Context: an optimization exercise on an open-source flow, tuned for small area. The choices shown serve that exercise and are no tape-out recipe. The RTL was checked by simulation tests, not by an equivalence proof against the original design. No activity file was given, so power comes from the tool's default toggle rates.

==> flow/design.v, too long to show whole: its modules and the start of the top module <==
// module keep_talk_beeper: 2753 lines
module keep_talk_beeper(clk, rst, en_rick, en_wrong, en_correct, en_cong, beep_rick, beep_wrong, beep_correct, beep_cong);
  // ...
==> flow/run.sh <==
#!/bin/bash
# synth_recipe.tcl (not shown) runs the flow's synth.tcl, then flattens the netlist and writes it again
# the make line also repeats each setting of config.mk as NAME=value (left out here)
make -C /OpenROAD-flow-scripts/flow DESIGN_CONFIG=/design/flow/config.mk WORK_HOME=/design/flow/orfs CLKGATE_MAP_FILE= SYNTH_SCRIPT=/design/flow/synth_recipe.tcl finish
==> flow/config.mk <==
export PLATFORM = sky130hd
export DESIGN_NAME = keep_talk_beeper
export DESIGN_NICKNAME = keep_talk_beeper
export VERILOG_FILES = /design/flow/design.v
export SDC_FILE = /design/flow/constraint.sdc
export NUM_CORES = 4
export LEC_CHECK = 0
export ABC_AREA = 1
export CAP_MARGIN = 20
export CORE_MARGIN = 2
export CORE_UTILIZATION = 60
export CTS_BUF_LIST = sky130_fd_sc_hd__clkbuf_2 sky130_fd_sc_hd__clkbuf_4 sky130_fd_sc_hd__clkbuf_8
export SLEW_MARGIN = 20
==> flow/constraint.sdc <==
create_clock -name core_clock -period 10.0 [get_ports {clk}]
set_input_delay 2.0000 -clock core_clock [delete_from_list [all_inputs] [get_ports {clk}]]
set_output_delay 2.0000 -clock core_clock [all_outputs]
set_load 0.01 [all_outputs]
==> metrics.md, run 1 <==
| Metric | Value |
|---|---|
| Outcome | `complete, no violations` |
| Met3 GRT Util | `0.102` |
| Sequential element share of the synthesized area | `0.279` |
| CP Buf/Inv Count | `4` |
| Share of the clock period used by the worst path | `0.554` |
| Post-CTS Setup Bufs | `0` |
| CTS Sinks | `123` |
| Top class by area | `multi-input gates` |
| Synth cell count leaders | `nand2_1 (302), inv_1 (199), nor2_1 (121), dfxtp_1 (119), nand3_1 (115)` |
| Layout cell share with drive strength beyond 1 | `0.0564` |
| Leakage power | `roughly 4.5 nW` |
| Clk pwr share | `0.495` |
| Placed inst area | `just over 9000 sq um` |
| Post-synthesis simple-gate area fraction | `0.302` |
| R2R Setup Slk | `between 4000 and 5000 ps` |
| Final WL | `roughly 28000 microns` |
| Seq pwr | `just over 500 uW` |
| Area delta synth->final | `6.94%` |
| Vias | `about 9.7k` |
| P_sw | `255 uW` |
| First-pass detailed-route iteration total | `6` |
| RR Endpoint | `CD.now[7]` |
| Vias in the first global route | `around 9k` |
| ANT cells | `0` |
| Worst EP required | `just over 10000 ps` |
| Seq area share | `0.261` |
| Top Layer Used | `met4` |
| Cells on Worst Hold Path | `1` |
| DRC viols | `0` |
| Signal buffers | `13` |
| Synth Area per Inst | `~6.6 sq um` |
| Switching portion of total power | `0.237` |
==> run 2: changes to the inputs <==
--- a/flow/config.mk
+++ b/flow/config.mk
@@ -10,4 +10,5 @@
 export CORE_MARGIN = 2
 export CORE_UTILIZATION = 60
-export CTS_BUF_LIST = sky130_fd_sc_hd__clkbuf_2 sky130_fd_sc_hd__clkbuf_4 sky130_fd_sc_hd__clkbuf_8
+export CTS_BUF_LIST = sky130_fd_sc_hd__clkbuf_8
+export CTS_CLUSTER_SIZE = 30
 export SLEW_MARGIN = 20
==> run 2 against run 1 <==
  * Global-route usage did not move
  * Critical path depth is the same
  * Wire length did not move
  * Core utilization stayed put
  * Maximum frequency stayed put
  * Count of clock-buffer cells in the layout unchanged
  * Non-clock buffer count unchanged
  * Setup slack unchanged
  * Largest cell class unchanged
  * Largest power group unchanged
==> metrics.md, run 2 <==
| Metric | Value |
|---|---|
| # fillers | `approximately 1.3k` |
| Largest net degree at the start of global routing | `32` |
| DR vias/cell | `about 6.3` |
| Initial antenna violation count | `0` |
| Cells on Worst Hold Path | `1 (unchanged)` |
| Largest regs | `CD.lengh: 11 flops, C2.lengh: 10 flops` |
| Final Skew | `15.3 ps` |
| Synth Area per Inst | `6.64 sq um (unchanged)` |
| Layout cell share with drive strength beyond 1 | `0.0564 (unchanged)` |
| Cell variety after synth | `56` |
| ANT cells | `0 (unchanged)` |
| Synth cell count leaders | `nand2_1 (302), inv_1 (199), nor2_1 (121), dfxtp_1 (119), nand3_1 (115)` |
| Outcome | `complete, no violations` |
| Die ar. | `16000 sq um` |
| Worst-Skew Late Latency | `approximately 450 ps` |
| Worst Setup SP | `kcnt[0]` |
| Synth top area share | `0.265` |
| Post-detail-place hpwl | `20600 microns` |
| Layout Nets | `1433` |
| DRT iter0 DRCs | `about 1.3k` |
| Cell mode on critical path | `nand2_1` |
| First-pass detailed-route iteration total | `6 (unchanged)` |
| Vias in the first global route | `8959 (unchanged)` |
| CP Buf/Inv Count | `4 (unchanged)` |
| Final ANT Viol Nets | `0` |
| Total GRT Usage | `0.352` |
| Clk slew on worst S/H paths | `approximately 80 ps` |
| Hold_ws | `about 430 ps` |
| Slew Limit Fails | `0` |
| R2R Setup Slk | `4460 ps (about the same)` |
| R2R Path Start | `kcnt[0]` |
| Most common cell after layout, fill and taps aside | `nand2_1` |
| Max Fanout on Critical Path | `31` |
| Num CTS Buffers | `17` |
| Worst EP required | `10380 ps (about the same)` |
| Worst slew pin tran | `1140 ps` |
| Worst vdd ir | `approximately 0.12 mV` |
| Final hold violations | `0` |
| Asr flop ratio synth | `0` |
| Die Span X | `126 microns` |
| Worst path max stage delay | `about 450 ps` |
| Critical setup path kind | `flop to flop` |
| Share of the clock period used by the worst path | `0.554 (unchanged)` |
| H-tree level count | `4` |
| Number of synthesized flops with an enable pin | `4` |
| Clock buffer depth | `2` |
| IO Port Bufs | `9` |
| Total gr overflow | `0` |
| Synthesized flop and latch total | `~120` |
| Sequential share of power | `0.468` |
| Reg with most FFs | `CD.lengh` |
| DRC viols | `0 (unchanged)` |
| CP endpoint kind | `flop` |
| Most frequent cell after synthesis | `nand2_1` |
| Hold Startpoint | `kcnt[0]` |
| CTS tree | `done` |
| WHS Endpoint | `kcnt[0]` |
| Root Buffer | `clkbuf_8` |
| RSZ-0062 raised after global routing | `false` |
| Max reg flops | `11` |
| Mean routed wirelength per cell | `18.3 microns` |
| Gpl congestion | `between 1 and 1.5` |
| DIE HEIGHT | `about 130 microns` |
| Power consumption | `between 1 and 1.5 mW` |
| Cell Pwr Density | `112 nW/um^2` |
| Post-CTS sizing | `0` |
| Leakage power | `4.50 nW (unchanged)` |
| Area delta synth->final | `6.94% (unchanged)` |
| Vias | `9731 (unchanged)` |
| P_sw | `255 uW (unchanged)` |
| Mapped Cells | `1352` |
| R2R cell count | `29` |
| Normalized max-slew margin | `0.234` |
| Synthesis warning total | `1` |
| Comb pwr share | `0.037` |
| Maxcap violations | `0` |
| Internal power | `between 800 and 900 uW` |
| Starting Density | `0.615` |
| Final WL | `28300 microns (unchanged)` |
| Area leader, netlist | `dfxtp_1` |
| Min Tclk post-route | `between 5000 and 6000 ps` |
| RR Endpoint | `CD.now[7]` |
| Core area | `between 10000 and 15000 sq um` |
| Cell family with most CP delay | `simple AND/OR/NAND/NOR gates` |
| Crit-path slowest cell | `nand2_1` |
| Min-delay worst type | `flop to flop` |
| Std-Cell Rows | `44` |
| CP Launch Type | `flop` |
| Post-synth design cell area | `around 9000 sq um` |
| Arrival time worst endpoint | `approximately 5900 ps` |
| Peak Freq | `about 180 MHz` |
| Setup tns final | `0 ps` |
| Commonest cells after routing, fill and taps aside | `nand2_1 (302), inv_1 (199), nor2_1 (121), dfxtp_1 (119), nand3_1 (115)` |
| Top FF cell, synth | `dfxtp_1` |
| Switching portion of total power | `0.237 (unchanged)` |
| First-pass GRT wire length | `approximately 45000 microns` |
| CTS Sinks | `123 (unchanged)` |
| Sequential element share of the synthesized area | `0.279 (unchanged)` |
| Ports | `10` |
| Final setup fails | `0` |
| Clk pwr share | `0.495 (about the same)` |
| Net count after synthesis | `1433` |
| Cts hold-fix bufs | `0` |
| Top cells by area, synth | `dfxtp_1 (27%), nand2_1 (13%), ha_1 (10%)` |
| Post-CTS Setup Bufs | `0 (unchanged)` |
-- run 2: cell counts after synthesis --
Identical to the previous run, type by type.
-- run 2: worst register-to-register path, delay by kind of cell, from the launching register on --
family,cells,cell delay (ps)
buffers and inverters,4,720
DFF,1,340
adders and majority gates,5,1440
and+or+nand+nor,20,2970
-- run 2: worst max path at each step --
| stage | to | slack, ps | depth (start not counted) |
|---|---|---|---|
| floorplan | CD.now[2] | 6120 | 34 |
| global placement | CD.now[0] | 4860 | 30 |
| detailed placement | CD.now[0] | 4680 | 30 |
| CTS | CD.now[0] | 4660 | 30 |
| global route | CD.now[2] | 4060 | 30 |
| finish | CD.now[7] | 4460 | 29 |
-- run 2: through the flow --
step	cell area, sq um	utilization	worst slack, ps	std cells
4_1_cts	9600	0.658	4660	1549
6_report	9600	0.658	4460	1549
5_1_grt	9600	0.658	4060	1549
3_3_place_gp	9120	0.625	4860	1517
2_1_floorplan	8970	-	6120	1352
3_5_place_dp	9120	0.625	4680	1517
-- run 2: logic make-up after synthesis --
group | after synthesis | synth area share
adders and majority gates | 76 | 0.106
buffers and inverters | 243 | 0.111
AOI/OAI and AO/OA | 288 | 0.197
xor gates and xnor gates | 5 | 0.00488
and+or+nand+nor | 617 | 0.302
DFF | 123 | 0.279
-- run 2: power groups by stage --
stage          Combinational [mW]  Clock [mW]  Sequential (mW)
2_1_floorplan              0.0288           0            0.513
4_1_cts                    0.0404       0.535            0.504
3_5_place_dp               0.0398           0            0.515
3_3_place_gp               0.0384           0            0.515
5_1_grt                    0.0459       0.556            0.504
6_report                   0.0404       0.533            0.504
-- run 2: metal layers --
layer | wire length (microns) | GRT usage
met2 | 11900 | 0.528
met3 | 3250 | 0.102
met5 | 0 | 0
met1 | 11700 | 0.465
met4 | 1450 | 0.171
-- run 2: layout make-up --
class | count | area, sq um | share of cell area
multi-input combinational | 986 | 5470 | 0.570
sequential | 123 | 2500 | 0.261
inverter | 211 | 792 | 0.0825
clock buffer | 18 | 248 | 0.0258
clock inverter | 14 | 230 | 0.0240
tap | 184 | 230 | 0.0240
timing repair buffer | 13 | 120 | 0.0125
==> run 3: changes to the inputs <==
--- a/flow/config.mk
+++ b/flow/config.mk
@@ -12,3 +12,4 @@
 export CTS_BUF_LIST = sky130_fd_sc_hd__clkbuf_8
 export CTS_CLUSTER_SIZE = 30
+export GPL_TIMING_DRIVEN = 0
 export SLEW_MARGIN = 20
==> run 3 against run 2 <==
  * Still clean on timing, DRC and antenna
  * Die area unchanged
  * Via count up 2.4%
  * Count of clock-buffer cells in the layout decreased by 1
  * Wire length rose by 10%
  * Maximum frequency up 5.0%
  * Sequential power barely moved
  * Setup slack improved by 260 ps
==> metrics.md, run 3 <==
| Metric | Value |
|---|---|
| Post-detail-place hpwl | `22500 microns (+8.8%)` |
| Peak Freq | `190 MHz (+5.0%)` |
| Cell mode on critical path | `nand2_1` |
| Normalized max-slew margin | `0.444 (+0.210)` |
| # fillers | `1216 (-7.5%)` |
| Leakage power | `4.56 nW (+1.4%)` |
| Die Span X | `126 microns (unchanged)` |
| Synth Area per Inst | `6.64 sq um (unchanged)` |
| Largest net degree at the start of global routing | `17 (-47%)` |
| Top FF cell, synth | `dfxtp_1` |
| Worst-Skew Late Latency | `460 ps (about the same)` |
| Synthesized flop and latch total | `123 (unchanged)` |
| Std-Cell Rows | `44 (unchanged)` |
| Slew Limit Fails | `0 (unchanged)` |
| Most frequent cell after synthesis | `nand2_1` |
| CTS tree | `done` |
| Setup tns final | `0 ps (unchanged)` |
| Ports | `10 (unchanged)` |
| Largest regs | `CD.lengh: 11 flops, C2.lengh: 10 flops` |
| Sequential element share of the synthesized area | `0.279 (unchanged)` |
| Synth top area share | `0.265 (unchanged)` |
| Vias in the first global route | `9386 (+4.8%)` |
| Clk slew on worst S/H paths | `80 ps (about the same)` |
| DRC viols | `0 (unchanged)` |
| Hold Startpoint | `kcnt[0]` |
| Multi-input logic area | `5470 sq um (unchanged)` |
| Number of synthesized flops with an enable pin | `4 (unchanged)` |
| Maxcap violations | `0 (unchanged)` |
| WHS Endpoint | `kcnt[0]` |
| Share of the clock period used by the worst path | `0.527 (-0.0264)` |
| Cells on Worst Hold Path | `1 (unchanged)` |
| Worst slew pin tran | `831 ps (-313 ps)` |
| Max Fanout on Critical Path | `15 (-52%)` |
| Worst vdd ir | `0.123 mV (+1.4%)` |
| Initial antenna violation count | `0 (unchanged)` |
| Power consumption | `1.00 mW (-7.1%)` |
| R2R Path Start | `kcnt[0]` |
| RSZ-0062 raised after global routing | `false` |
| DIE HEIGHT | `126 microns (unchanged)` |
| R2R cell count | `34 (+17%)` |
| Outcome | `complete, no violations` |
| Total gr overflow | `0 (unchanged)` |
| Final Skew | `13.3 ps (-2.06 ps)` |
| H-tree level count | `4 (unchanged)` |
| Synth cell count leaders | `nand2_1 (302), inv_1 (199), nor2_1 (121), dfxtp_1 (119), nand3_1 (115)` |
| Max reg flops | `11 (unchanged)` |
| Cell variety after synth | `56 (unchanged)` |
| Met1 wire length | `12700 microns (+8.3%)` |
| Min Tclk post-route | `5270 ps (-264 ps)` |
| Post-CTS sizing | `0 (unchanged)` |
| Final setup fails | `0 (unchanged)` |
| DR vias/cell | `6.32 (+0.57%)` |
| Cell family with most CP delay | `simple AND/OR/NAND/NOR gates` |
| Placed instance count | `1545 (+1.8%)` |
| Post-route core utilization | `0.664 (+0.00652)` |
| DR WL met2 | `13700 microns (+15%)` |
| CTS Sinks | `123 (unchanged)` |
| First-pass GRT wire length | `49100 microns (+8.2%)` |
| CP Buf/Inv Count | `9 (+5)` |
| Root Buffer | `clkbuf_8` |
| Top Layer Used | `met4` |
| Cell Pwr Density | `103 nW/um^2 (-8.0%)` |
| Area leader, netlist | `dfxtp_1` |
| Reg with most FFs | `CD.lengh` |
| Synthesis warning total | `1 (unchanged)` |
| Post-synth design cell area | `8970 sq um (unchanged)` |
| Min-delay worst type | `flop to flop` |
| Gpl congestion | `1.08 (-3.3%)` |
| IO Port Bufs | `9 (unchanged)` |
| Total GRT Usage | `0.389 (+0.0376)` |
| Crit-path slowest cell | `dfxtp_1` |
| Commonest cells after routing, fill and taps aside | `nand2_1 (302), inv_1 (200), nor2_1 (121), dfxtp_1 (119), nand3_1 (115)` |
| Asr flop ratio synth | `0 (unchanged)` |
| Num CTS Buffers | `17 (unchanged)` |
| Starting Density | `0.615 (unchanged)` |
| Core area | `14600 sq um (unchanged)` |
| CP Launch Type | `flop` |
| Die ar. | `16000 sq um (unchanged)` |
| Register area | `2500 sq um (unchanged)` |
| Arrival time worst endpoint | `5620 ps (-300 ps)` |
| Vias | `9963 (+2.4%)` |
| Final ANT Viol Nets | `0 (unchanged)` |
| Top cells by area, synth | `dfxtp_1 (27%), nand2_1 (13%), ha_1 (10%)` |
| DRT iter0 DRCs | `1350 (+3.6%)` |
| Final Non-Filler Cells | `1577 (+1.8%)` |
| CP endpoint kind | `flop` |
| Clock buffer depth | `2 (unchanged)` |
| Area delta synth->final | `8.00%` |
| Final hold violations | `0 (unchanged)` |
| Worst Setup SP | `kcnt[0]` |
| Layout cell share with drive strength beyond 1 | `0.0668 (+0.0104)` |
| Final WL | `31300 microns (+10%)` |
| Post-CTS Setup Bufs | `0 (unchanged)` |
| Critical setup path kind | `flop to flop` |
| Routed wl met3 | `3330 microns (+2.4%)` |
| First-pass detailed-route iteration total | `7 (+1)` |
| RR Endpoint | `CD.now[7]` |
| ANT cells | `0 (unchanged)` |
| Worst path max stage delay | `350 ps (-100 ps)` |
| Cts hold-fix bufs | `0 (unchanged)` |
| Worst EP required | `10350 ps (-30 ps)` |
| Layout Nets | `1461 (+2.0%)` |
| Most common cell after layout, fill and taps aside | `nand2_1` |
| R2R Setup Slk | `4730 ps (+260 ps)` |
| Mean routed wirelength per cell | `19.8 microns (+8.3%)` |
| Net count after synthesis | `1433 (unchanged)` |
| Mapped Cells | `1352 (unchanged)` |
[run 3: cell types whose count changed in the layout (fill, tap and decap cells not counted), sizes merged]
cell	before	now
clkinv	6	9
clkbuf	18	26
clkinvlp	1	2
buf	4	23
bufinv	5	2
[run 3: metrics by stage]
step	setup WS (ps)	cell area [sq um]	hold WS, ps
global route	4540	9690	475
detailed placement	5010	9290	435
finish	4730	9690	442
global placement	5000	9290	409
floorplan	6120	8970	399
CTS	4980	9690	446
[run 3: where the power goes]
group	switching, mW	total, mW	internal (mW)
combinational	0.0292	0.0433	0.0141
clock	0.229	0.454	0.226
sequential	0.00461	0.503	0.498
total	0.262	1.00	0.738
[run 3: final cells by class]
| class | instances | area share |
|---|---|---|
| Inverter | 211 | 0.0817 |
| Multi-Input combinational cell | 986 | 0.565 |
| Sequential cell | 123 | 0.258 |
| Buffer | 32 | 0.0212 |
| Clock buffer | 17 | 0.0241 |
| Clock inverter | 15 | 0.0169 |
| Timing Repair Buffer | 9 | 0.00930 |
| Tap cell | 184 | 0.0238 |
[run 3: layer usage]
layer / vias up / GRT usage
li1: 4619 / -
met1: 4567 / 0.509
met2: 630 / 0.609
met3: 147 / 0.0919
met4: 0 / 0.182
met5: - / 0
[run 3: worst register-to-register path: cells and delay by family, from the launching register on]
family / cells / cell delay [ps]
flip-flops: 1 / 350
adder cells (fa/ha/maj): 5 / 980
AND/OR/NAND/NOR: 20 / 2290
buffers and inverters: 9 / 1580
[run 3: cell families (layout without fill, tap and decap cells)]
family / Yosys count / in the layout / share of synthesized area
and+or+nand+nor: 617 / 617 / 0.302
AOI/OAI and AO/OA: 288 / 288 / 0.197
buffers and inverters: 243 / 284 / 0.111
DFF: 123 / 123 / 0.279
adders and majority gates: 76 / 76 / 0.106
xor gates and xnor gates: 5 / 5 / 0.00488
[run 3: how the worst max path moves through the flow]
stage	to	cells after the start
global route	CD.now[3]	34
floorplan	CD.now[2]	34
finish	CD.now[7]	34
detailed placement	CD.now[0]	34
CTS	CD.now[7]	34
global placement	CD.now[2]	32

==> afterwards: timing with drivers on the ports <==
The flow's constraints put no driver on any port. The routed layouts listed below were extracted and timed again, unchanged, in two steps.
Step 1 sets driving cells, clkbuf_16 on the clock port and buf_2 on the other inputs (assumed; they add their load-dependent delay and slew).
Step 2 times the ports against the registers' clock, not the clock port: input delays grow and output delays shrink by t, the midpoint of the rising clock arrivals with the driver on.
Three values: ideal, step 1, step 2; two values: the first two.
| run | t, ns | setup slack, ns | worst register clock-pin slew, ns | worst slew at a driven data input, ns |
|---|---|---|---|---|
| run 1 | 0.478 | 4.465 / 4.465 / 4.465 | 0.09 / 0.09 | 0.05 |
| run 2 | 0.478 | 4.465 / 4.465 / 4.465 | 0.09 / 0.09 | 0.05 |
| run 3 | 0.491 | 4.729 / 4.729 / 4.729 | 0.09 / 0.09 | 0.07 |
After both steps every run listed still meets setup and hold.
